Background: an optimization exercise with open tools, aiming at small area and a short achievable clock period. Do not read the settings as production practice. Function not checked in this run: the RTL went through the layout flow alone. Power figures rest on the tool's default switching activity, not on a simulated workload.

<file path="design/flow/design.v">
module fp_mul_tree (
    input  wire [14:0] fa,
    input  wire [14:0] fb,
    output wire [31:0] r0,
    output wire [31:0] r1
);
    wire [17:0] y = {2'b01, fb, 1'b0};    
    wire [16:0] x = {1'b1, fa, 1'b0};     
    wire [7:0] neg, one, two;
    wire [6:0] nneg;
    wire [16:0] pp0, pp1, pp2, pp3, pp4, pp5, pp6, pp7;
    genvar k;
    generate for (k = 0; k < 8; k = k + 1) begin : g_enc
        assign neg[k] = y[2 * k + 2];
        assign one[k] = y[2 * k + 1] ^ y[2 * k];
        assign two[k] = (y[2 * k + 2] & ~y[2 * k + 1] & ~y[2 * k]) | (~y[2 * k + 2] & y[2 * k + 1] & y[2 * k]);
    end endgenerate
    generate for (k = 0; k < 7; k = k + 1) begin : g_nneg
        assign nneg[k] = ~neg[k];
    end endgenerate
    fp_booth_row u_row0 (.x(x), .one(one[0]), .two(two[0]), .neg(neg[0]), .pp(pp0));
    fp_booth_row u_row1 (.x(x), .one(one[1]), .two(two[1]), .neg(neg[1]), .pp(pp1));
    fp_booth_row u_row2 (.x(x), .one(one[2]), .two(two[2]), .neg(neg[2]), .pp(pp2));
    fp_booth_row u_row3 (.x(x), .one(one[3]), .two(two[3]), .neg(neg[3]), .pp(pp3));
    fp_booth_row u_row4 (.x(x), .one(one[4]), .two(two[4]), .neg(neg[4]), .pp(pp4));
    fp_booth_row u_row5 (.x(x), .one(one[5]), .two(two[5]), .neg(neg[5]), .pp(pp5));
    fp_booth_row u_row6 (.x(x), .one(one[6]), .two(two[6]), .neg(neg[6]), .pp(pp6));
    fp_booth_row u_row7 (.x(x), .one(one[7]), .two(two[7]), .neg(neg[7]), .pp(pp7));
    wire s1;
    wire c1;
    wire s2;
    wire c2;
    wire s3;
    wire c3;
    wire s4;
    wire c4;
    wire s5;
    wire c5;
    wire s6;
    wire c6;
    wire s7;
    wire c7;
    wire s8;
    wire c8;
    wire s9;
    wire c9;
    wire s10;
    wire c10;
    wire s11;
    wire c11;
    wire s12;
    wire c12;
    wire s13;
    wire c13;
    wire s14;
    wire c14;
    wire s15;
    wire c15;
    wire s16;
    wire c16;
    wire s17;
    wire c17;
    wire s18;
    wire c18;
    wire s19;
    wire c19;
    wire s20;
    wire c20;
    wire s21;
    wire c21;
    wire s22;
    wire c22;
    wire s23;
    wire c23;
    wire s24;
    wire c24;
    wire s25;
    wire c25;
    wire s26;
    wire c26;
    wire s27;
    wire c27;
    wire s28;
    wire c28;
    wire s29;
    wire c29;
    wire s30;
    wire c30;
    wire s31;
    wire c31;
    wire s32;
    wire c32;
    wire s33;
    wire c33;
    wire s34;
    wire c34;
    wire s35;
    wire c35;
    wire s36;
    wire c36;
    wire s37;
    wire c37;
    wire s38;
    wire c38;
    wire s39;
    wire c39;
    wire s40;
    wire c40;
    wire s41;
    wire c41;
    wire s42;
    wire c42;
    wire s43;
    wire c43;
    wire s44;
    wire c44;
    wire s45;
    wire c45;
    wire s46;
    wire c46;
    wire s47;
    wire c47;
    wire s48;
    wire c48;
    wire s49;
    wire c49;
    wire s50;
    wire c50;
    wire s51;
    wire c51;
    wire s52;
    wire c52;
    wire s53;
    wire c53;
    wire s54;
    wire c54;
    wire s55;
    wire c55;
    wire s56;
    wire c56;
    wire s57;
    wire c57;
    wire s58;
    wire c58;
    wire s59;
    wire c59;
    wire s60;
    wire c60;
    wire s61;
    wire c61;
    wire s62;
    wire c62;
    wire s63;
    wire c63;
    wire s64;
    wire c64;
    wire s65;
    wire c65;
    wire s66;
    wire c66;
    wire s67;
    wire c67;
    wire s68;
    wire c68;
    wire s69;
    wire c69;
    wire s70;
    wire c70;
    wire s71;
    wire c71;
    wire s72;
    wire c72;
    wire s73;
    wire c73;
    wire s74;
    wire c74;
    wire s75;
    wire c75;
    wire s76;
    wire c76;
    wire s77;
    wire c77;
    wire s78;
    wire c78;
    wire s79;
    wire c79;
    wire s80;
    wire c80;
    wire s81;
    wire c81;
    wire s82;
    wire c82;
    wire s83;
    wire c83;
    wire s84;
    wire c84;
    wire s85;
    wire c85;
    wire s86;
    wire c86;
    wire s87;
    wire c87;
    wire s88;
    wire c88;
    wire s89;
    wire c89;
    wire s90;
    wire c90;
    wire s91;
    wire c91;
    wire s92;
    wire c92;
    wire s93;
    wire c93;
    wire s94;
    wire c94;
    wire s95;
    wire c95;
    wire s96;
    wire c96;
    wire s97;
    wire c97;
    wire s98;
    wire c98;
    wire s99;
    wire c99;
    wire s100;
    wire c100;
    wire s101;
    wire c101;
    wire s102;
    wire c102;
    wire s103;
    wire c103;
    wire s104;
    wire c104;
    wire s105;
    wire c105;
    wire s106;
    wire c106;
    wire s107;
    wire c107;
    wire s108;
    wire c108;
    wire s109;
    wire c109;
    wire s110;
    wire c110;
    wire s111;
    wire c111;
    wire s112;
    wire c112;
    wire s113;
    wire c113;
    wire s114;
    wire c114;
    wire s115;
    wire c115;
    wire s116;
    wire c116;
    wire s117;
    wire c117;
    wire s118;
    wire c118;
    wire s119;
    wire c119;
    wire s120;
    wire c120;
    wire s121;
    wire c121;
    wire s122;
    wire c122;
    wire s123;
    wire c123;
    wire s124;
    wire c124;
    wire s125;
    wire c125;
    wire s126;
    wire c126;
    wire s127;
    wire c127;
    wire s128;
    wire c128;
    wire s129;
    wire c129;
    wire s130;
    wire c130;
    wire s131;
    wire c131;
    wire s132;
    wire c132;
    fp_ha u_s1 (.a(pp0[10]), .b(pp1[8]), .s(s1), .co(c1));
    fp_ha u_s2 (.a(pp0[11]), .b(pp1[9]), .s(s2), .co(c2));
    fp_fa u_s3 (.a(pp0[12]), .b(pp1[10]), .c(pp2[8]), .s(s3), .co(c3));
    fp_ha u_s4 (.a(pp3[6]), .b(pp4[4]), .s(s4), .co(c4));
    fp_fa u_s5 (.a(pp0[13]), .b(pp1[11]), .c(pp2[9]), .s(s5), .co(c5));
    fp_ha u_s6 (.a(pp3[7]), .b(pp4[5]), .s(s6), .co(c6));
    fp_fa u_s7 (.a(pp0[14]), .b(pp1[12]), .c(pp2[10]), .s(s7), .co(c7));
    fp_fa u_s8 (.a(pp3[8]), .b(pp4[6]), .c(pp5[4]), .s(s8), .co(c8));
    fp_ha u_s9 (.a(pp6[2]), .b(pp7[0]), .s(s9), .co(c9));
    fp_fa u_s10 (.a(pp0[15]), .b(pp1[13]), .c(pp2[11]), .s(s10), .co(c10));
    fp_fa u_s11 (.a(pp3[9]), .b(pp4[7]), .c(pp5[5]), .s(s11), .co(c11));
    fp_ha u_s12 (.a(pp6[3]), .b(pp7[1]), .s(s12), .co(c12));
    fp_fa u_s13 (.a(pp0[16]), .b(pp1[14]), .c(pp2[12]), .s(s13), .co(c13));
    fp_fa u_s14 (.a(pp3[10]), .b(pp4[8]), .c(pp5[6]), .s(s14), .co(c14));
    fp_fa u_s15 (.a(pp6[4]), .b(pp7[2]), .c(fa[0]), .s(s15), .co(c15));
    fp_fa u_s16 (.a(pp1[15]), .b(pp2[13]), .c(pp3[11]), .s(s16), .co(c16));
    fp_fa u_s17 (.a(pp4[9]), .b(pp5[7]), .c(pp6[5]), .s(s17), .co(c17));
    fp_fa u_s18 (.a(pp7[3]), .b(neg[0]), .c(fa[1]), .s(s18), .co(c18));
    fp_fa u_s19 (.a(pp1[16]), .b(pp2[14]), .c(pp3[12]), .s(s19), .co(c19));
    fp_fa u_s20 (.a(pp4[10]), .b(pp5[8]), .c(pp6[6]), .s(s20), .co(c20));
    fp_fa u_s21 (.a(pp7[4]), .b(neg[0]), .c(fa[2]), .s(s21), .co(c21));
    fp_fa u_s22 (.a(nneg[1]), .b(pp2[15]), .c(pp3[13]), .s(s22), .co(c22));
    fp_fa u_s23 (.a(pp4[11]), .b(pp5[9]), .c(pp6[7]), .s(s23), .co(c23));
    fp_fa u_s24 (.a(pp7[5]), .b(nneg[0]), .c(fa[3]), .s(s24), .co(c24));
    fp_fa u_s25 (.a(pp2[16]), .b(pp3[14]), .c(pp4[12]), .s(s25), .co(c25));
    fp_fa u_s26 (.a(pp5[10]), .b(pp6[8]), .c(pp7[6]), .s(s26), .co(c26));
    fp_ha u_s27 (.a(fa[4]), .b(1'b1), .s(s27), .co(c27));
    fp_fa u_s28 (.a(nneg[2]), .b(pp3[15]), .c(pp4[13]), .s(s28), .co(c28));
    fp_fa u_s29 (.a(pp5[11]), .b(pp6[9]), .c(pp7[7]), .s(s29), .co(c29));
    fp_fa u_s30 (.a(pp3[16]), .b(pp4[14]), .c(pp5[12]), .s(s30), .co(c30));
    fp_ha u_s31 (.a(pp6[10]), .b(pp7[8]), .s(s31), .co(c31));
    fp_fa u_s32 (.a(nneg[3]), .b(pp4[15]), .c(pp5[13]), .s(s32), .co(c32));
    fp_ha u_s33 (.a(pp4[16]), .b(pp5[14]), .s(s33), .co(c33));
    fp_ha u_s34 (.a(pp0[6]), .b(pp1[4]), .s(s34), .co(c34));
    fp_ha u_s35 (.a(pp0[7]), .b(pp1[5]), .s(s35), .co(c35));
    fp_fa u_s36 (.a(pp0[8]), .b(pp1[6]), .c(pp2[4]), .s(s36), .co(c36));
    fp_ha u_s37 (.a(pp3[2]), .b(pp4[0]), .s(s37), .co(c37));
    fp_fa u_s38 (.a(pp0[9]), .b(pp1[7]), .c(pp2[5]), .s(s38), .co(c38));
    fp_ha u_s39 (.a(pp3[3]), .b(pp4[1]), .s(s39), .co(c39));
    fp_fa u_s40 (.a(pp2[6]), .b(pp3[4]), .c(pp4[2]), .s(s40), .co(c40));
    fp_fa u_s41 (.a(pp5[0]), .b(neg[5]), .c(s1), .s(s41), .co(c41));
    fp_fa u_s42 (.a(pp2[7]), .b(pp3[5]), .c(pp4[3]), .s(s42), .co(c42));
    fp_fa u_s43 (.a(pp5[1]), .b(c1), .c(s2), .s(s43), .co(c43));
    fp_fa u_s44 (.a(pp5[2]), .b(pp6[0]), .c(neg[6]), .s(s44), .co(c44));
    fp_fa u_s45 (.a(c2), .b(s3), .c(s4), .s(s45), .co(c45));
    fp_fa u_s46 (.a(pp5[3]), .b(pp6[1]), .c(c3), .s(s46), .co(c46));
    fp_fa u_s47 (.a(c4), .b(s5), .c(s6), .s(s47), .co(c47));
    fp_fa1 u_s48 (.a(c5), .b(c6), .s(s48), .co(c48));
    fp_fa u_s49 (.a(s7), .b(s8), .c(s9), .s(s49), .co(c49));
    fp_fa u_s50 (.a(c7), .b(c8), .c(c9), .s(s50), .co(c50));
    fp_fa u_s51 (.a(s10), .b(s11), .c(s12), .s(s51), .co(c51));
    fp_fa u_s52 (.a(c10), .b(c11), .c(c12), .s(s52), .co(c52));
    fp_fa u_s53 (.a(s13), .b(s14), .c(s15), .s(s53), .co(c53));
    fp_fa u_s54 (.a(c13), .b(c14), .c(c15), .s(s54), .co(c54));
    fp_fa u_s55 (.a(s16), .b(s17), .c(s18), .s(s55), .co(c55));
    fp_fa u_s56 (.a(c16), .b(c17), .c(c18), .s(s56), .co(c56));
    fp_fa u_s57 (.a(s19), .b(s20), .c(s21), .s(s57), .co(c57));
    fp_fa u_s58 (.a(c19), .b(c20), .c(c21), .s(s58), .co(c58));
    fp_fa u_s59 (.a(s22), .b(s23), .c(s24), .s(s59), .co(c59));
    fp_fa u_s60 (.a(c22), .b(c23), .c(c24), .s(s60), .co(c60));
    fp_fa u_s61 (.a(s25), .b(s26), .c(s27), .s(s61), .co(c61));
    fp_fa u_s62 (.a(fa[5]), .b(c25), .c(c26), .s(s62), .co(c62));
    fp_fa u_s63 (.a(c27), .b(s28), .c(s29), .s(s63), .co(c63));
    fp_fa u_s64 (.a(fa[6]), .b(1'b1), .c(c28), .s(s64), .co(c64));
    fp_fa u_s65 (.a(c29), .b(s30), .c(s31), .s(s65), .co(c65));
    fp_fa u_s66 (.a(pp6[11]), .b(pp7[9]), .c(fa[7]), .s(s66), .co(c66));
    fp_fa u_s67 (.a(c30), .b(c31), .c(s32), .s(s67), .co(c67));
    fp_fa u_s68 (.a(pp6[12]), .b(pp7[10]), .c(fa[8]), .s(s68), .co(c68));
    fp_fa1 u_s69 (.a(c32), .b(s33), .s(s69), .co(c69));
    fp_fa u_s70 (.a(nneg[4]), .b(pp5[15]), .c(pp6[13]), .s(s70), .co(c70));
    fp_fa u_s71 (.a(pp7[11]), .b(fa[9]), .c(c33), .s(s71), .co(c71));
    fp_fa u_s72 (.a(pp5[16]), .b(pp6[14]), .c(pp7[12]), .s(s72), .co(c72));
    fp_ha u_s73 (.a(fa[10]), .b(1'b1), .s(s73), .co(c73));
    fp_fa u_s74 (.a(nneg[5]), .b(pp6[15]), .c(pp7[13]), .s(s74), .co(c74));
    fp_ha u_s75 (.a(pp6[16]), .b(pp7[14]), .s(s75), .co(c75));
    fp_ha u_s76 (.a(pp0[4]), .b(pp1[2]), .s(s76), .co(c76));
    fp_ha u_s77 (.a(pp0[5]), .b(pp1[3]), .s(s77), .co(c77));
    fp_fa u_s78 (.a(pp2[2]), .b(pp3[0]), .c(neg[3]), .s(s78), .co(c78));
    fp_fa u_s79 (.a(pp2[3]), .b(pp3[1]), .c(c34), .s(s79), .co(c79));
    fp_fa u_s80 (.a(neg[4]), .b(c35), .c(s36), .s(s80), .co(c80));
    fp_fa u_s81 (.a(c36), .b(c37), .c(s38), .s(s81), .co(c81));
    fp_fa u_s82 (.a(c38), .b(c39), .c(s40), .s(s82), .co(c82));
    fp_fa u_s83 (.a(c40), .b(s42), .c(c41), .s(s83), .co(c83));
    fp_fa u_s84 (.a(c42), .b(s44), .c(c43), .s(s84), .co(c84));
    fp_fa u_s85 (.a(c44), .b(c45), .c(s46), .s(s85), .co(c85));
    fp_fa u_s86 (.a(c46), .b(c47), .c(s48), .s(s86), .co(c86));
    fp_fa u_s87 (.a(c48), .b(c49), .c(s50), .s(s87), .co(c87));
    fp_fa u_s88 (.a(c50), .b(c51), .c(s52), .s(s88), .co(c88));
    fp_fa u_s89 (.a(c52), .b(c53), .c(s54), .s(s89), .co(c89));
    fp_fa u_s90 (.a(c54), .b(c55), .c(s56), .s(s90), .co(c90));
    fp_fa u_s91 (.a(c56), .b(c57), .c(s58), .s(s91), .co(c91));
    fp_fa u_s92 (.a(c58), .b(c59), .c(s60), .s(s92), .co(c92));
    fp_fa u_s93 (.a(c60), .b(c61), .c(s62), .s(s93), .co(c93));
    fp_fa u_s94 (.a(c62), .b(c63), .c(s64), .s(s94), .co(c94));
    fp_fa u_s95 (.a(s66), .b(c64), .c(c65), .s(s95), .co(c95));
    fp_fa u_s96 (.a(c66), .b(s68), .c(c67), .s(s96), .co(c96));
    fp_fa u_s97 (.a(c68), .b(s70), .c(c69), .s(s97), .co(c97));
    fp_fa u_s98 (.a(c70), .b(s72), .c(s73), .s(s98), .co(c98));
    fp_fa u_s99 (.a(fa[11]), .b(c72), .c(c73), .s(s99), .co(c99));
    fp_fa u_s100 (.a(fa[12]), .b(1'b1), .c(c74), .s(s100), .co(c100));
    fp_fa u_s101 (.a(nneg[6]), .b(pp7[15]), .c(fa[13]), .s(s101), .co(c101));
    fp_ha u_s102 (.a(pp7[16]), .b(fa[14]), .s(s102), .co(c102));
    fp_ha u_s103 (.a(pp0[2]), .b(pp1[0]), .s(s103), .co(c103));
    fp_ha u_s104 (.a(pp0[3]), .b(pp1[1]), .s(s104), .co(c104));
    fp_fa u_s105 (.a(pp2[0]), .b(neg[2]), .c(s76), .s(s105), .co(c105));
    fp_fa u_s106 (.a(pp2[1]), .b(c76), .c(s77), .s(s106), .co(c106));
    fp_fa u_s107 (.a(s34), .b(c77), .c(s78), .s(s107), .co(c107));
    fp_fa u_s108 (.a(s35), .b(c78), .c(s79), .s(s108), .co(c108));
    fp_fa u_s109 (.a(s37), .b(c79), .c(s80), .s(s109), .co(c109));
    fp_fa u_s110 (.a(s39), .b(c80), .c(s81), .s(s110), .co(c110));
    fp_fa u_s111 (.a(s41), .b(c81), .c(s82), .s(s111), .co(c111));
    fp_fa u_s112 (.a(s43), .b(c82), .c(s83), .s(s112), .co(c112));
    fp_fa u_s113 (.a(s45), .b(c83), .c(s84), .s(s113), .co(c113));
    fp_fa u_s114 (.a(s47), .b(c84), .c(s85), .s(s114), .co(c114));
    fp_fa u_s115 (.a(s49), .b(c85), .c(s86), .s(s115), .co(c115));
    fp_fa u_s116 (.a(s51), .b(c86), .c(s87), .s(s116), .co(c116));
    fp_fa u_s117 (.a(s53), .b(c87), .c(s88), .s(s117), .co(c117));
    fp_fa u_s118 (.a(s55), .b(c88), .c(s89), .s(s118), .co(c118));
    fp_fa u_s119 (.a(s57), .b(c89), .c(s90), .s(s119), .co(c119));
    fp_fa u_s120 (.a(s59), .b(c90), .c(s91), .s(s120), .co(c120));
    fp_fa u_s121 (.a(s61), .b(c91), .c(s92), .s(s121), .co(c121));
    fp_fa u_s122 (.a(s63), .b(c92), .c(s93), .s(s122), .co(c122));
    fp_fa u_s123 (.a(s65), .b(c93), .c(s94), .s(s123), .co(c123));
    fp_fa u_s124 (.a(s67), .b(c94), .c(s95), .s(s124), .co(c124));
    fp_fa u_s125 (.a(s69), .b(c95), .c(s96), .s(s125), .co(c125));
    fp_fa u_s126 (.a(s71), .b(c96), .c(s97), .s(s126), .co(c126));
    fp_fa u_s127 (.a(c71), .b(s98), .c(c97), .s(s127), .co(c127));
    fp_fa u_s128 (.a(s74), .b(c98), .c(s99), .s(s128), .co(c128));
    fp_fa u_s129 (.a(s75), .b(c99), .c(s100), .s(s129), .co(c129));
    fp_fa u_s130 (.a(c75), .b(s101), .c(c100), .s(s130), .co(c130));
    fp_fa1 u_s131 (.a(c101), .b(s102), .s(s131), .co(c131));
    assign s132 = ~c102;
    assign c132 = c102;
    assign r0[0] = pp0[0];
    assign r1[0] = neg[0];
    assign r0[1] = pp0[1];
    assign r1[1] = 1'b0;
    assign r0[2] = neg[1];
    assign r1[2] = s103;
    assign r0[3] = c103;
    assign r1[3] = s104;
    assign r0[4] = c104;
    assign r1[4] = s105;
    assign r0[5] = c105;
    assign r1[5] = s106;
    assign r0[6] = c106;
    assign r1[6] = s107;
    assign r0[7] = c107;
    assign r1[7] = s108;
    assign r0[8] = c108;
    assign r1[8] = s109;
    assign r0[9] = c109;
    assign r1[9] = s110;
    assign r0[10] = c110;
    assign r1[10] = s111;
    assign r0[11] = c111;
    assign r1[11] = s112;
    assign r0[12] = c112;
    assign r1[12] = s113;
    assign r0[13] = c113;
    assign r1[13] = s114;
    assign r0[14] = c114;
    assign r1[14] = s115;
    assign r0[15] = c115;
    assign r1[15] = s116;
    assign r0[16] = c116;
    assign r1[16] = s117;
    assign r0[17] = c117;
    assign r1[17] = s118;
    assign r0[18] = c118;
    assign r1[18] = s119;
    assign r0[19] = c119;
    assign r1[19] = s120;
    assign r0[20] = c120;
    assign r1[20] = s121;
    assign r0[21] = c121;
    assign r1[21] = s122;
    assign r0[22] = c122;
    assign r1[22] = s123;
    assign r0[23] = c123;
    assign r1[23] = s124;
    assign r0[24] = c124;
    assign r1[24] = s125;
    assign r0[25] = c125;
    assign r1[25] = s126;
    assign r0[26] = c126;
    assign r1[26] = s127;
    assign r0[27] = c127;
    assign r1[27] = s128;
    assign r0[28] = c128;
    assign r1[28] = s129;
    assign r0[29] = c129;
    assign r1[29] = s130;
    assign r0[30] = c130;
    assign r1[30] = s131;
    assign r0[31] = c131;
    assign r1[31] = s132;
endmodule
module fp_booth_row (input wire [16:0] x, input wire one, input wire two, input wire neg, output wire [16:0] pp);
    wire [17:0] xe = {1'b0, x};
    genvar j;
    generate for (j = 0; j < 17; j = j + 1) begin : g_pp
        fp_bpp u_pp (.x1(xe[j + 1]), .x0(xe[j]), .one(one), .two(two), .neg(neg), .pp(pp[j]));
    end endgenerate
endmodule
module fp_bpp (input wire x1, input wire x0, input wire one, input wire two, input wire neg, output wire pp);
    assign pp = ((one & x1) | (two & x0)) ^ neg;
endmodule
module fp_fa (input wire a, input wire b, input wire c, output wire s, output wire co);
    assign s  = a ^ b ^ c;
    assign co = (a & b) | (a & c) | (b & c);
endmodule
module fp_fa1 (input wire a, input wire b, output wire s, output wire co);
    assign s  = ~(a ^ b);
    assign co = a | b;
endmodule
module fp_ha (input wire a, input wire b, output wire s, output wire co);
    assign s  = a ^ b;
    assign co = a & b;
endmodule
module fp_add17 (
    input  wire [16:0] x,
    input  wire [16:0] y,
    input  wire ci,
    output wire [16:0] s,
    output wire co
);
    wire [17:0] g0, p0;
    assign g0[0] = ci;
    assign p0[0] = 1'b0;
    assign g0[17:1] = x & y;
    assign p0[17:1] = x ^ y;
    wire g1_1;
    fp_gc u_0_1 (.gh(g0[1]), .ph(p0[1]), .gl(g0[0]), .g(g1_1));
    wire g1_3, p1_3;
    fp_pgc u_0_3 (.gh(g0[3]), .ph(p0[3]), .gl(g0[2]), .pl(p0[2]), .g(g1_3), .p(p1_3));
    wire g1_5, p1_5;
    fp_pgc u_0_5 (.gh(g0[5]), .ph(p0[5]), .gl(g0[4]), .pl(p0[4]), .g(g1_5), .p(p1_5));
    wire g1_7, p1_7;
    fp_pgc u_0_7 (.gh(g0[7]), .ph(p0[7]), .gl(g0[6]), .pl(p0[6]), .g(g1_7), .p(p1_7));
    wire g1_9, p1_9;
    fp_pgc u_0_9 (.gh(g0[9]), .ph(p0[9]), .gl(g0[8]), .pl(p0[8]), .g(g1_9), .p(p1_9));
    wire g1_11, p1_11;
    fp_pgc u_0_11 (.gh(g0[11]), .ph(p0[11]), .gl(g0[10]), .pl(p0[10]), .g(g1_11), .p(p1_11));
    wire g1_13, p1_13;
    fp_pgc u_0_13 (.gh(g0[13]), .ph(p0[13]), .gl(g0[12]), .pl(p0[12]), .g(g1_13), .p(p1_13));
    wire g1_15, p1_15;
    fp_pgc u_0_15 (.gh(g0[15]), .ph(p0[15]), .gl(g0[14]), .pl(p0[14]), .g(g1_15), .p(p1_15));
    wire g1_17, p1_17;
    fp_pgc u_0_17 (.gh(g0[17]), .ph(p0[17]), .gl(g0[16]), .pl(p0[16]), .g(g1_17), .p(p1_17));
    wire g2_2;
    fp_gc u_1_2 (.gh(g0[2]), .ph(p0[2]), .gl(g1_1), .g(g2_2));
    wire g2_3;
    fp_gc u_1_3 (.gh(g1_3), .ph(p1_3), .gl(g1_1), .g(g2_3));
    wire g2_6, p2_6;
    fp_pgc u_1_6 (.gh(g0[6]), .ph(p0[6]), .gl(g1_5), .pl(p1_5), .g(g2_6), .p(p2_6));
    wire g2_7, p2_7;
    fp_pgc u_1_7 (.gh(g1_7), .ph(p1_7), .gl(g1_5), .pl(p1_5), .g(g2_7), .p(p2_7));
    wire g2_10, p2_10;
    fp_pgc u_1_10 (.gh(g0[10]), .ph(p0[10]), .gl(g1_9), .pl(p1_9), .g(g2_10), .p(p2_10));
    wire g2_11, p2_11;
    fp_pgc u_1_11 (.gh(g1_11), .ph(p1_11), .gl(g1_9), .pl(p1_9), .g(g2_11), .p(p2_11));
    wire g2_14, p2_14;
    fp_pgc u_1_14 (.gh(g0[14]), .ph(p0[14]), .gl(g1_13), .pl(p1_13), .g(g2_14), .p(p2_14));
    wire g2_15, p2_15;
    fp_pgc u_1_15 (.gh(g1_15), .ph(p1_15), .gl(g1_13), .pl(p1_13), .g(g2_15), .p(p2_15));
    wire g3_4;
    fp_gc u_2_4 (.gh(g0[4]), .ph(p0[4]), .gl(g2_3), .g(g3_4));
    wire g3_5;
    fp_gc u_2_5 (.gh(g1_5), .ph(p1_5), .gl(g2_3), .g(g3_5));
    wire g3_6;
    fp_gc u_2_6 (.gh(g2_6), .ph(p2_6), .gl(g2_3), .g(g3_6));
    wire g3_7;
    fp_gc u_2_7 (.gh(g2_7), .ph(p2_7), .gl(g2_3), .g(g3_7));
    wire g3_12, p3_12;
    fp_pgc u_2_12 (.gh(g0[12]), .ph(p0[12]), .gl(g2_11), .pl(p2_11), .g(g3_12), .p(p3_12));
    wire g3_13, p3_13;
    fp_pgc u_2_13 (.gh(g1_13), .ph(p1_13), .gl(g2_11), .pl(p2_11), .g(g3_13), .p(p3_13));
    wire g3_14, p3_14;
    fp_pgc u_2_14 (.gh(g2_14), .ph(p2_14), .gl(g2_11), .pl(p2_11), .g(g3_14), .p(p3_14));
    wire g3_15, p3_15;
    fp_pgc u_2_15 (.gh(g2_15), .ph(p2_15), .gl(g2_11), .pl(p2_11), .g(g3_15), .p(p3_15));
    wire g4_8;
    fp_gc u_3_8 (.gh(g0[8]), .ph(p0[8]), .gl(g3_7), .g(g4_8));
    wire g4_9;
    fp_gc u_3_9 (.gh(g1_9), .ph(p1_9), .gl(g3_7), .g(g4_9));
    wire g4_10;
    fp_gc u_3_10 (.gh(g2_10), .ph(p2_10), .gl(g3_7), .g(g4_10));
    wire g4_11;
    fp_gc u_3_11 (.gh(g2_11), .ph(p2_11), .gl(g3_7), .g(g4_11));
    wire g4_12;
    fp_gc u_3_12 (.gh(g3_12), .ph(p3_12), .gl(g3_7), .g(g4_12));
    wire g4_13;
    fp_gc u_3_13 (.gh(g3_13), .ph(p3_13), .gl(g3_7), .g(g4_13));
    wire g4_14;
    fp_gc u_3_14 (.gh(g3_14), .ph(p3_14), .gl(g3_7), .g(g4_14));
    wire g4_15;
    fp_gc u_3_15 (.gh(g3_15), .ph(p3_15), .gl(g3_7), .g(g4_15));
    wire g5_16;
    fp_gc u_4_16 (.gh(g0[16]), .ph(p0[16]), .gl(g4_15), .g(g5_16));
    wire g5_17;
    fp_gc u_4_17 (.gh(g1_17), .ph(p1_17), .gl(g4_15), .g(g5_17));
    assign s[0] = p0[1] ^ g0[0];
    assign s[1] = p0[2] ^ g1_1;
    assign s[2] = p0[3] ^ g2_2;
    assign s[3] = p0[4] ^ g2_3;
    assign s[4] = p0[5] ^ g3_4;
    assign s[5] = p0[6] ^ g3_5;
    assign s[6] = p0[7] ^ g3_6;
    assign s[7] = p0[8] ^ g3_7;
    assign s[8] = p0[9] ^ g4_8;
    assign s[9] = p0[10] ^ g4_9;
    assign s[10] = p0[11] ^ g4_10;
    assign s[11] = p0[12] ^ g4_11;
    assign s[12] = p0[13] ^ g4_12;
    assign s[13] = p0[14] ^ g4_13;
    assign s[14] = p0[15] ^ g4_14;
    assign s[15] = p0[16] ^ g4_15;
    assign s[16] = p0[17] ^ g5_16;
    assign co = g5_17;
endmodule
module fp_add22 (
    input  wire [21:0] x,
    input  wire [21:0] y,
    input  wire ci,
    output wire [21:0] s,
    output wire co
);
    wire [22:0] g0, p0;
    assign g0[0] = ci;
    assign p0[0] = 1'b0;
    assign g0[22:1] = x & y;
    assign p0[22:1] = x ^ y;
    wire g1_1;
    fp_gc u_0_1 (.gh(g0[1]), .ph(p0[1]), .gl(g0[0]), .g(g1_1));
    wire g1_3, p1_3;
    fp_pgc u_0_3 (.gh(g0[3]), .ph(p0[3]), .gl(g0[2]), .pl(p0[2]), .g(g1_3), .p(p1_3));
    wire g1_5, p1_5;
    fp_pgc u_0_5 (.gh(g0[5]), .ph(p0[5]), .gl(g0[4]), .pl(p0[4]), .g(g1_5), .p(p1_5));
    wire g1_7, p1_7;
    fp_pgc u_0_7 (.gh(g0[7]), .ph(p0[7]), .gl(g0[6]), .pl(p0[6]), .g(g1_7), .p(p1_7));
    wire g1_9, p1_9;
    fp_pgc u_0_9 (.gh(g0[9]), .ph(p0[9]), .gl(g0[8]), .pl(p0[8]), .g(g1_9), .p(p1_9));
    wire g1_11, p1_11;
    fp_pgc u_0_11 (.gh(g0[11]), .ph(p0[11]), .gl(g0[10]), .pl(p0[10]), .g(g1_11), .p(p1_11));
    wire g1_13, p1_13;
    fp_pgc u_0_13 (.gh(g0[13]), .ph(p0[13]), .gl(g0[12]), .pl(p0[12]), .g(g1_13), .p(p1_13));
    wire g1_15, p1_15;
    fp_pgc u_0_15 (.gh(g0[15]), .ph(p0[15]), .gl(g0[14]), .pl(p0[14]), .g(g1_15), .p(p1_15));
    wire g1_17, p1_17;
    fp_pgc u_0_17 (.gh(g0[17]), .ph(p0[17]), .gl(g0[16]), .pl(p0[16]), .g(g1_17), .p(p1_17));
    wire g1_19, p1_19;
    fp_pgc u_0_19 (.gh(g0[19]), .ph(p0[19]), .gl(g0[18]), .pl(p0[18]), .g(g1_19), .p(p1_19));
    wire g1_21, p1_21;
    fp_pgc u_0_21 (.gh(g0[21]), .ph(p0[21]), .gl(g0[20]), .pl(p0[20]), .g(g1_21), .p(p1_21));
    wire g2_2;
    fp_gc u_1_2 (.gh(g0[2]), .ph(p0[2]), .gl(g1_1), .g(g2_2));
    wire g2_3;
    fp_gc u_1_3 (.gh(g1_3), .ph(p1_3), .gl(g1_1), .g(g2_3));
    wire g2_6, p2_6;
    fp_pgc u_1_6 (.gh(g0[6]), .ph(p0[6]), .gl(g1_5), .pl(p1_5), .g(g2_6), .p(p2_6));
    wire g2_7, p2_7;
    fp_pgc u_1_7 (.gh(g1_7), .ph(p1_7), .gl(g1_5), .pl(p1_5), .g(g2_7), .p(p2_7));
    wire g2_10, p2_10;
    fp_pgc u_1_10 (.gh(g0[10]), .ph(p0[10]), .gl(g1_9), .pl(p1_9), .g(g2_10), .p(p2_10));
    wire g2_11, p2_11;
    fp_pgc u_1_11 (.gh(g1_11), .ph(p1_11), .gl(g1_9), .pl(p1_9), .g(g2_11), .p(p2_11));
    wire g2_14, p2_14;
    fp_pgc u_1_14 (.gh(g0[14]), .ph(p0[14]), .gl(g1_13), .pl(p1_13), .g(g2_14), .p(p2_14));
    wire g2_15, p2_15;
    fp_pgc u_1_15 (.gh(g1_15), .ph(p1_15), .gl(g1_13), .pl(p1_13), .g(g2_15), .p(p2_15));
    wire g2_18, p2_18;
    fp_pgc u_1_18 (.gh(g0[18]), .ph(p0[18]), .gl(g1_17), .pl(p1_17), .g(g2_18), .p(p2_18));
    wire g2_19, p2_19;
    fp_pgc u_1_19 (.gh(g1_19), .ph(p1_19), .gl(g1_17), .pl(p1_17), .g(g2_19), .p(p2_19));
    wire g2_22, p2_22;
    fp_pgc u_1_22 (.gh(g0[22]), .ph(p0[22]), .gl(g1_21), .pl(p1_21), .g(g2_22), .p(p2_22));
    wire g3_4;
    fp_gc u_2_4 (.gh(g0[4]), .ph(p0[4]), .gl(g2_3), .g(g3_4));
    wire g3_5;
    fp_gc u_2_5 (.gh(g1_5), .ph(p1_5), .gl(g2_3), .g(g3_5));
    wire g3_6;
    fp_gc u_2_6 (.gh(g2_6), .ph(p2_6), .gl(g2_3), .g(g3_6));
    wire g3_7;
    fp_gc u_2_7 (.gh(g2_7), .ph(p2_7), .gl(g2_3), .g(g3_7));
    wire g3_12, p3_12;
    fp_pgc u_2_12 (.gh(g0[12]), .ph(p0[12]), .gl(g2_11), .pl(p2_11), .g(g3_12), .p(p3_12));
    wire g3_13, p3_13;
    fp_pgc u_2_13 (.gh(g1_13), .ph(p1_13), .gl(g2_11), .pl(p2_11), .g(g3_13), .p(p3_13));
    wire g3_14, p3_14;
    fp_pgc u_2_14 (.gh(g2_14), .ph(p2_14), .gl(g2_11), .pl(p2_11), .g(g3_14), .p(p3_14));
    wire g3_15, p3_15;
    fp_pgc u_2_15 (.gh(g2_15), .ph(p2_15), .gl(g2_11), .pl(p2_11), .g(g3_15), .p(p3_15));
    wire g3_20, p3_20;
    fp_pgc u_2_20 (.gh(g0[20]), .ph(p0[20]), .gl(g2_19), .pl(p2_19), .g(g3_20), .p(p3_20));
    wire g3_21, p3_21;
    fp_pgc u_2_21 (.gh(g1_21), .ph(p1_21), .gl(g2_19), .pl(p2_19), .g(g3_21), .p(p3_21));
    wire g3_22, p3_22;
    fp_pgc u_2_22 (.gh(g2_22), .ph(p2_22), .gl(g2_19), .pl(p2_19), .g(g3_22), .p(p3_22));
    wire g4_8;
    fp_gc u_3_8 (.gh(g0[8]), .ph(p0[8]), .gl(g3_7), .g(g4_8));
    wire g4_9;
    fp_gc u_3_9 (.gh(g1_9), .ph(p1_9), .gl(g3_7), .g(g4_9));
    wire g4_10;
    fp_gc u_3_10 (.gh(g2_10), .ph(p2_10), .gl(g3_7), .g(g4_10));
    wire g4_11;
    fp_gc u_3_11 (.gh(g2_11), .ph(p2_11), .gl(g3_7), .g(g4_11));
    wire g4_12;
    fp_gc u_3_12 (.gh(g3_12), .ph(p3_12), .gl(g3_7), .g(g4_12));
    wire g4_13;
    fp_gc u_3_13 (.gh(g3_13), .ph(p3_13), .gl(g3_7), .g(g4_13));
    wire g4_14;
    fp_gc u_3_14 (.gh(g3_14), .ph(p3_14), .gl(g3_7), .g(g4_14));
    wire g4_15;
    fp_gc u_3_15 (.gh(g3_15), .ph(p3_15), .gl(g3_7), .g(g4_15));
    wire g5_16;
    fp_gc u_4_16 (.gh(g0[16]), .ph(p0[16]), .gl(g4_15), .g(g5_16));
    wire g5_17;
    fp_gc u_4_17 (.gh(g1_17), .ph(p1_17), .gl(g4_15), .g(g5_17));
    wire g5_18;
    fp_gc u_4_18 (.gh(g2_18), .ph(p2_18), .gl(g4_15), .g(g5_18));
    wire g5_19;
    fp_gc u_4_19 (.gh(g2_19), .ph(p2_19), .gl(g4_15), .g(g5_19));
    wire g5_20;
    fp_gc u_4_20 (.gh(g3_20), .ph(p3_20), .gl(g4_15), .g(g5_20));
    wire g5_21;
    fp_gc u_4_21 (.gh(g3_21), .ph(p3_21), .gl(g4_15), .g(g5_21));
    wire g5_22;
    fp_gc u_4_22 (.gh(g3_22), .ph(p3_22), .gl(g4_15), .g(g5_22));
    assign s[0] = p0[1] ^ g0[0];
    assign s[1] = p0[2] ^ g1_1;
    assign s[2] = p0[3] ^ g2_2;
    assign s[3] = p0[4] ^ g2_3;
    assign s[4] = p0[5] ^ g3_4;
    assign s[5] = p0[6] ^ g3_5;
    assign s[6] = p0[7] ^ g3_6;
    assign s[7] = p0[8] ^ g3_7;
    assign s[8] = p0[9] ^ g4_8;
    assign s[9] = p0[10] ^ g4_9;
    assign s[10] = p0[11] ^ g4_10;
    assign s[11] = p0[12] ^ g4_11;
    assign s[12] = p0[13] ^ g4_12;
    assign s[13] = p0[14] ^ g4_13;
    assign s[14] = p0[15] ^ g4_14;
    assign s[15] = p0[16] ^ g4_15;
    assign s[16] = p0[17] ^ g5_16;
    assign s[17] = p0[18] ^ g5_17;
    assign s[18] = p0[19] ^ g5_18;
    assign s[19] = p0[20] ^ g5_19;
    assign s[20] = p0[21] ^ g5_20;
    assign s[21] = p0[22] ^ g5_21;
    assign co = g5_22;
endmodule
module fp_cy10 (
    input  wire [9:0] x,
    input  wire [9:0] y,
    output wire co
);
    wire [10:0] g0, p0;
    assign g0[0] = 1'b0;
    assign p0[0] = 1'b0;
    assign g0[10:1] = x & y;
    assign p0[10:1] = x ^ y;
    wire g1_1;
    fp_gc u_0_1 (.gh(g0[1]), .ph(p0[1]), .gl(g0[0]), .g(g1_1));
    wire g1_3, p1_3;
    fp_pgc u_0_3 (.gh(g0[3]), .ph(p0[3]), .gl(g0[2]), .pl(p0[2]), .g(g1_3), .p(p1_3));
    wire g1_5, p1_5;
    fp_pgc u_0_5 (.gh(g0[5]), .ph(p0[5]), .gl(g0[4]), .pl(p0[4]), .g(g1_5), .p(p1_5));
    wire g1_7, p1_7;
    fp_pgc u_0_7 (.gh(g0[7]), .ph(p0[7]), .gl(g0[6]), .pl(p0[6]), .g(g1_7), .p(p1_7));
    wire g1_9, p1_9;
    fp_pgc u_0_9 (.gh(g0[9]), .ph(p0[9]), .gl(g0[8]), .pl(p0[8]), .g(g1_9), .p(p1_9));
    wire g2_2;
    fp_gc u_1_2 (.gh(g0[2]), .ph(p0[2]), .gl(g1_1), .g(g2_2));
    wire g2_3;
    fp_gc u_1_3 (.gh(g1_3), .ph(p1_3), .gl(g1_1), .g(g2_3));
    wire g2_6, p2_6;
    fp_pgc u_1_6 (.gh(g0[6]), .ph(p0[6]), .gl(g1_5), .pl(p1_5), .g(g2_6), .p(p2_6));
    wire g2_7, p2_7;
    fp_pgc u_1_7 (.gh(g1_7), .ph(p1_7), .gl(g1_5), .pl(p1_5), .g(g2_7), .p(p2_7));
    wire g2_10, p2_10;
    fp_pgc u_1_10 (.gh(g0[10]), .ph(p0[10]), .gl(g1_9), .pl(p1_9), .g(g2_10), .p(p2_10));
    wire g3_4;
    fp_gc u_2_4 (.gh(g0[4]), .ph(p0[4]), .gl(g2_3), .g(g3_4));
    wire g3_5;
    fp_gc u_2_5 (.gh(g1_5), .ph(p1_5), .gl(g2_3), .g(g3_5));
    wire g3_6;
    fp_gc u_2_6 (.gh(g2_6), .ph(p2_6), .gl(g2_3), .g(g3_6));
    wire g3_7;
    fp_gc u_2_7 (.gh(g2_7), .ph(p2_7), .gl(g2_3), .g(g3_7));
    wire g4_8;
    fp_gc u_3_8 (.gh(g0[8]), .ph(p0[8]), .gl(g3_7), .g(g4_8));
    wire g4_9;
    fp_gc u_3_9 (.gh(g1_9), .ph(p1_9), .gl(g3_7), .g(g4_9));
    wire g4_10;
    fp_gc u_3_10 (.gh(g2_10), .ph(p2_10), .gl(g3_7), .g(g4_10));
    assign co = g4_10;
endmodule
module fp_gc (input wire gh, input wire ph, input wire gl, output wire g);
    assign g = gh | (ph & gl);
endmodule
module fp_pgc (input wire gh, input wire ph, input wire gl, input wire pl, output wire g, output wire p);
    assign g = gh | (ph & gl);
    assign p = ph & pl;
endmodule
module fpu #(
    parameter WIDTH = 24
)(
    input   logic clk,
    input   wire logic [WIDTH - 1:0] a,
    input   wire logic [WIDTH - 1:0] b,
    input   wire logic [3:0]         opcode,
    output  logic [WIDTH - 1:0] result
);
    wire       abig  = a[22:0] > b[22:0];
    wire       egt   = a[22:15] > b[22:15];
    wire [3:0] dab   = a[18:15] - b[18:15];
    logic [23:0] a1, b1;
    logic [3:0]  op1;
    logic        abig1;
    logic [3:0]  sh1;      
    logic        ha1, hb1;  
    always_ff @(posedge clk) begin
        a1    <= a;
        b1    <= b;
        op1   <= opcode;
        abig1 <= abig;
        sh1   <= egt ? dab : 4'd0 - dab;    
        ha1   <= a[22:15] != 8'd0;
        hb1   <= b[22:15] != 8'd0;
    end
    wire is_as   = (op1 == 4'b0000) || (op1 == 4'b0100);
    wire is_max  = (op1 == 4'b0001);
    wire is_min  = (op1 == 4'b0010);
    wire is_fl   = (op1 == 4'b1000);
    wire is_ce   = (op1 == 4'b1001);
    wire is_mul  = (op1 == 4'b0011);
    wire is_abs  = (op1 == 4'b0101);
    wire is_neg  = (op1 == 4'b0110);
    wire        sa = a1[23];
    wire [7:0]  ea = a1[22:15];
    wire [14:0] fa = a1[14:0];
    wire        sb = b1[23];
    wire [7:0]  eb = b1[22:15];
    wire [14:0] fb = b1[14:0];
    wire [15:0] ma     = {ha1, fa};
    wire [15:0] mb     = {hb1, fb};
    wire        sbx    = sb ^ op1[2];
    wire [15:0] maxm   = abig1 ? ma : mb;
    wire [15:0] minm   = abig1 ? mb : ma;
    wire [7:0]  maxe   = abig1 ? ea : eb;
    wire [15:0] shm    = minm >> sh1;
    wire        effsub = sa ^ sbx;
    wire        ssign  = abig1 ? sa : sbx;
    wire [16:0] sum;
    wire        sum_co;
    fp_add17 u_add (.x({1'b0, maxm}), .y({1'b0, effsub ? ~shm : shm}), .ci(effsub),
                    .s(sum), .co(sum_co));
    wire        a_gt = (sa == sb) ? (abig1 ^ sa) : sb;
    wire [23:0] mm   = (a_gt ^ is_min) ? a1 : b1;
    wire [22:0] th;
    genvar k;
    generate for (k = 0; k < 23; k = k + 1) begin : g_th
        assign th[k] = ea >= 8'(128 + k);
    end endgenerate
    wire [14:0] fmask;     
    wire [14:0] cm;        
    wire [14:0] hm;        
    generate for (k = 0; k < 15; k = k + 1) begin : g_masks
        assign fmask[k] = th[14 - k];
        assign cm[k]    = th[8 + k];
        assign hm[k]    = th[22 - k];
    end endgenerate
    wire [14:0] rf   = fa & fmask;
    wire        fhf  = |(fa & ~fmask);
    wire        frz  = ~|rf;
    wire        lt1  = ~th[0] & (ea != 8'd127);
    wire        fup  = sa & fhf;
    wire [23:0] fl_r = {sa, lt1 ? 8'd0 : (fup & frz) ? ea + 8'd1 : ea,
                        rf[14:1], rf[0] | (fup & ~frz)};
    wire        chf  = ~th[22] & |(fa & cm);
    wire [14:0] cx   = fa | ~hm;
    wire [15:0] cpa;                       
    assign cpa[0] = 1'b1;
    generate for (k = 0; k < 15; k = k + 1) begin : g_cpa
        assign cpa[k + 1] = cpa[k] & cx[k];
    end endgenerate
    wire [23:0] ce_r = ~chf ? a1 :
                       sa   ? {1'b1, ea, fa & ~cm} :
                              {1'b0, ea + {7'd0, cpa[15]}, fa ^ (hm & cpa[14:0])};
    wire [23:0] pass_r =
        (is_max | is_min) ? mm :
        is_fl  ? fl_r :
        is_ce  ? ce_r :
        is_abs ? {1'b0, a1[22:0]} :
        is_neg ? {~sa, a1[22:0]} :
        (sa ? 24'hbf8000 : 24'h3f8000);
    wire [31:0] r0, r1;
    fp_mul_tree u_tree (.fa(fa), .fb(fb), .r0(r0), .r1(r1));
    wire        lo_co;     
    fp_cy10 u_lo (.x(r0[9:0]), .y(r1[9:0]), .co(lo_co));
    wire [8:0]  sum9  = {1'b0, ea} + {1'b0, eb};
    wire [8:0]  e9    = sum9 - 9'd127;
    wire        mzero = ~ha1 || ~hb1 || (sum9 < 9'd128);
    wire        movf  = sum9 >= 9'd382;
    wire        meq   = sum9 == 9'd381;
    wire        msign = sa ^ sb;
    wire        is_pass = ~is_mul & ~is_as;
    wire [56:0] d2_mul  = {meq, movf, mzero, msign, e9[7:0], lo_co, r1[31:10], r0[31:10]};
    wire [56:0] d2_as   = {31'd0, ssign, maxe, sum};
    wire [56:0] d2_pass = {33'd0, pass_r & {24{is_pass}}};
    wire [56:0] d2_in;
    generate for (k = 0; k < 26; k = k + 1) begin : g_d2
        fp_sel u_sel (.sa(is_as), .a(d2_as[k]), .sb(is_mul), .b(d2_mul[k]), .c(d2_pass[k]), .y(d2_in[k]));
    end endgenerate
    assign d2_in[56:26] = d2_mul[56:26];
    logic        k_mul, k_as, k_sub;
    logic [56:0] d2;
    always_ff @(posedge clk) begin
        k_mul <= is_mul;
        k_as  <= is_as;
        k_sub <= effsub;
        d2    <= d2_in;
    end
    wire [16:0] m  = d2[16:0];
    wire [7:0]  me = d2[24:17];
    wire        ms = d2[25];
    logic [3:0] lz;
    always_comb begin
        lz = 4'd15;
        for (int i = 0; i < 16; i++)
            if (m[i]) lz = 4'(15 - i);
    end
    wire [15:0] nsh   = m[15:0] << lz;
    wire [23:0] add_r = m[16] ? {ms, me + 8'd1, m[15:1]} : {ms, me, m[14:0]};
    wire [23:0] sub_r = (m[15:0] == 16'd0) ? {ms, 23'd0} : {ms, me - {4'd0, lz}, nsh[14:0]};
    wire [21:0] ps;                        
    wire        ps_co;
    fp_add22 u_cpa (.x(d2[21:0]), .y(d2[43:22]), .ci(d2[44]),
                    .s(ps), .co(ps_co));
    wire [16:0] p     = ps[21:5];          
    wire [7:0]  pe0   = d2[52:45];
    wire [7:0]  pe1   = d2[52:45] + 8'd1;
    wire [7:0]  pe    = p[16] ? pe1 : pe0;
    wire [14:0] pm    = p[16] ? p[15:1] : p[14:0];
    wire        povf  = d2[55] | (d2[56] & p[16]);
    wire [23:0] mul_r = d2[54] ? 24'd0 : povf ? 24'h7f8000 : {d2[53], pe, pm};
    wire [23:0] as_r = k_sub ? sub_r : add_r;
    wire [23:0] pass3 = d2[23:0] & {24{~k_mul & ~k_as}};
    wire [23:0] res_in;
    generate for (k = 0; k < 24; k = k + 1) begin : g_res
        fp_sel u_sel (.sa(k_as), .a(as_r[k]), .sb(k_mul), .b(mul_r[k]), .c(pass3[k]), .y(res_in[k]));
    end endgenerate
    always_ff @(posedge clk) begin
        result <= res_in;
    end
endmodule
module fp_sel (input wire sa, input wire a, input wire sb, input wire b, input wire c, output wire y);
    assign y = (sa & a) | (sb & b) | c;
endmodule
</file>
<file path="design/flow/run.sh">
#!/bin/bash
# synth_recipe.tcl (not shown) runs the flow's synth.tcl, then flattens the netlist and writes it again
# the make line also repeats each setting of config.mk as NAME=value (left out here)
make -C /OpenROAD-flow-scripts/flow DESIGN_CONFIG=/design/flow/config.mk WORK_HOME=/design/flow/orfs CLKGATE_MAP_FILE= SYNTH_SCRIPT=/design/flow/synth_recipe.tcl finish
</file>
<file path="design/flow/config.mk">
export PLATFORM = sky130hd
export DESIGN_NAME = fpu
export DESIGN_NICKNAME = fpu
export VERILOG_FILES = /design/flow/design.v
export SDC_FILE = /design/flow/constraint.sdc
export NUM_CORES = 4
export LEC_CHECK = 0
export CAP_MARGIN = 20
export CORE_MARGIN = 2
export CORE_UTILIZATION = 40
export SETUP_SLACK_MARGIN = 5
export SLEW_MARGIN = 20
export SYNTH_HIERARCHICAL = 1
export SYNTH_MINIMUM_KEEP_SIZE = 0
</file>
<file path="design/flow/constraint.sdc">
create_clock -name core_clock -period 8.5 [get_ports {clk}]
set_input_delay 1.7000 -clock core_clock [delete_from_list [all_inputs] [get_ports {clk}]]
set_output_delay 1.7000 -clock core_clock [all_outputs]
set_load 0.01 [all_outputs]
</file>
==> run notes <==
[where the power goes]
part / total, mW / switching, mW / internal (mW)
Combinational: 4.10 / 2.12 / 1.99
Sequential: 1.08 / 0.240 / 0.843
Clock: 0.756 / 0.326 / 0.430
Total: 5.94 / 2.68 / 3.26
[worst paths after layout]
path	from	endpoint	cells past startpoint
setup / recovery	sh1[0]$_DFF_P_	d2[16]$_DFF_P_	15
setup reg to reg	sh1[0]$_DFF_P_	d2[16]$_DFF_P_	15
hold / removal	d2[53]$_DFF_P_	result[23]$_DFF_P_	3
hold reg to reg	d2[53]$_DFF_P_	result[23]$_DFF_P_	3
[final cells by class]
type,instances,area share
multi-input cells,1665,0.679
flip-flops and latches,143,0.132
clock inverters,12,0.00598
repair buffers,252,0.117
well taps,600,0.0329
clock buffers,18,0.0188
inverters,84,0.0143
[what timing repair did]
| action | CTS | global route |
|---|---|---|
| buffers inserted | 130 | 24 |
| resized for setup | 83 | 76 |
| pin swaps | 41 | 35 |
| setup endpoints to repair | 64 | 46 |
[metrics by stage]
step	util	setup slack, ns	hold slack [ns]
after floorplan	-	4.73	0.448
after global placement	0.440	4.10	0.602
after detailed placement	0.440	4.10	0.604
after CTS	0.490	4.96	0.625
after global routing	0.501	4.82	0.631
final	0.501	4.91	0.613
[layer usage]
metal | routed length [microns] | up-vias | part of all wire
li1 | - | 7555 | -
met1 | 28400 | 8270 | 0.43
met2 | 30200 | 798 | 0.45
met3 | 5230 | 172 | 0.078
met4 | 2750 | 0 | 0.041
met5 | 0 | - | 0
[registers in the layout, indices dropped and copies added, names as in the netlist]
register  count
k_sub         1
k_as          1
d2           57
op1           4
sh1           4
hb1           1
ha1           1
b1           24
k_mul         1
abig1         1
a1           24
result       24
[critical path: stages (launching register included)]
cell and delay, ns:
dfxtp_4 0.38, buf_12 0.12, mux4_2 0.55, mux2i_2 0.23, nand2_1 0.10, o21ai_2 0.09
o21ai_1 0.08, xnor2_1 0.15, ha_1 0.35, a21o_1 0.23, a21o_1 0.20, a21o_4 0.21
a21o_1 0.18, a21o_1 0.16, xor2_1 0.14, a221o_1 0.30
==> key figures <==
Status
  – Status: timing/DRC/antenna clean

STA
  – Fin. Hold Viols: 0
  – Slew HR: 0.380
  – Post-route clock period utilization: 0.423
  – Max-slew violation count: 0
  – Max Clk Rate: roughly 0.28 GHz
  – Final min period: 3.59 ns
  – Layout Skew: between 0.01 and 0.015 ns
  – RSZ-0062 raised after global routing: true
  – Setup-failing EPs final: 0
  – Slew @ Worst Pin: 0.929 ns
  – Fin Setup TNS: 0 ns

Critical path
  – Worst-path fanout max: 4
  – WS Path Type: register to register
  – Worst EP arrival: slightly below 4 ns
  – R2R Setup Slk: 4.91 ns
  – CP Data Required Time: about 8.9 ns
  – Startpoint Class: register
  – CP endpoint kind: register

Die
  – Row count: 78
  – Die Wd: 219 microns
  – I/O pin total: 77
  – Core area: roughly 46000 sq um
  – Die Footprint: 48000 sq um
  – Die height: 219 microns
  – Initial Util: 0.406

Cells and area
  – Fin nets: 2447
  – Finished Cell Area: 22800 sq um
  – Final Non-Filler Cells: about 2800
  – Area delta synth->final: 23.3%
  – Fillers: slightly above 4000
  – Layout cells sized above 1: 0.278
  – Seq. cell area: approximately 3000 sq um
  – Multi-input logic area: 15500 sq um
  – Most frequent cells in the layout: xnor2_1 (152), a22oi_2 (136), buf_4 (124), ha_1 (113), a21o_1 (98)
  – Most common cell after layout, fill and taps aside: xnor2_1
  – Ant diodes: 0

Job
  – Max_cap viols: 0

Drt
  – Via count: 16795
  – # DRC: 0
  – WL per Instance: 24.0 microns
  – DRT Pass-1 Iters: 6
  – Final ANT Viol Nets: 0
  – DRT iter0 DRCs: around 1500
  – Number of vias per cell: between 6 and 7
  – DRT Wirelength: 66700 microns

Placement
  – Number of I/O port buffers: 76
  – DP Wirelength: roughly 43000 microns
  – GP Congestion: 0.979
  – Area after DPL: 20100 sq um
  – Post-Place Cells: 2590

Logic synthesis
  – Mapped Cells: 1998
  – Mapped Avg Cell Area: ~9.3 sq um
  – Synth warn: 7
  – Synthesized cell area: 18500 sq um

Pwr
  – VDD IR max: 0.134 mV
  – Total power: slightly below 6 mW
  – Pwr per Cell Area: 260 nW/um^2
  – Leakage: 9.42 nW

Global route
  – Met3 Usage GRT: 0.0506
  – Initial antenna violation count: 0
  – GR Util All Layers: 0.276
  – Grt ovf: 0
  – Most Crowded Layer GR: met2
  – First-pass GRT wire length: 100000 microns
  – M2 GR Usage: 0.432
  – Met1 usage: 0.374
  – Largest net degree at the start of global routing: 48
  – Vias in the first global route: 16502

Clock tree
  – TritonCTS Sinks: approximately 140
  – H-tree depth: 4
  – Clk buf depth: 2
  – Hold buffer count at cts: 0
  – Root buffer cell: clkbuf_16
  – CTS buffer count: 17
  – TritonCTS clock tree: yes
  – Clock Latency Late Sink: between 0.4 and 0.5 ns
  – Clock slew at reported path FFs: roughly 0.07 ns

Min path
  – Min-Delay Path Class: register to register

static timing again, ports no longer ideal:
No port has a modelled driver above. Below, the same layout with a new extraction and two added sets of constraints.
Step 1, drivers: a clkbuf_16 drives clk and a buf_2 each remaining input, both assumed.
Step 2, shift: input delay + t, output delay - t, t = (earliest + latest rising clock arrival at the registers) / 2. This alone moves slack from input paths to output paths.
Slacks: ideal / step 1 / step 2; pairs: ideal / step 1.
t (ns): 0.503
slack for setup (ns): 4.908 / 4.908 / 4.578
latest minus earliest clock arrival (ns): 0.012 / 0.012
slew at the worst register clock pin (ns): 0.07 / 0.07
After both steps this run still meets setup and hold. The setup slack of this run moves by 0.000 ns with the drivers and by -0.330 ns with both steps.
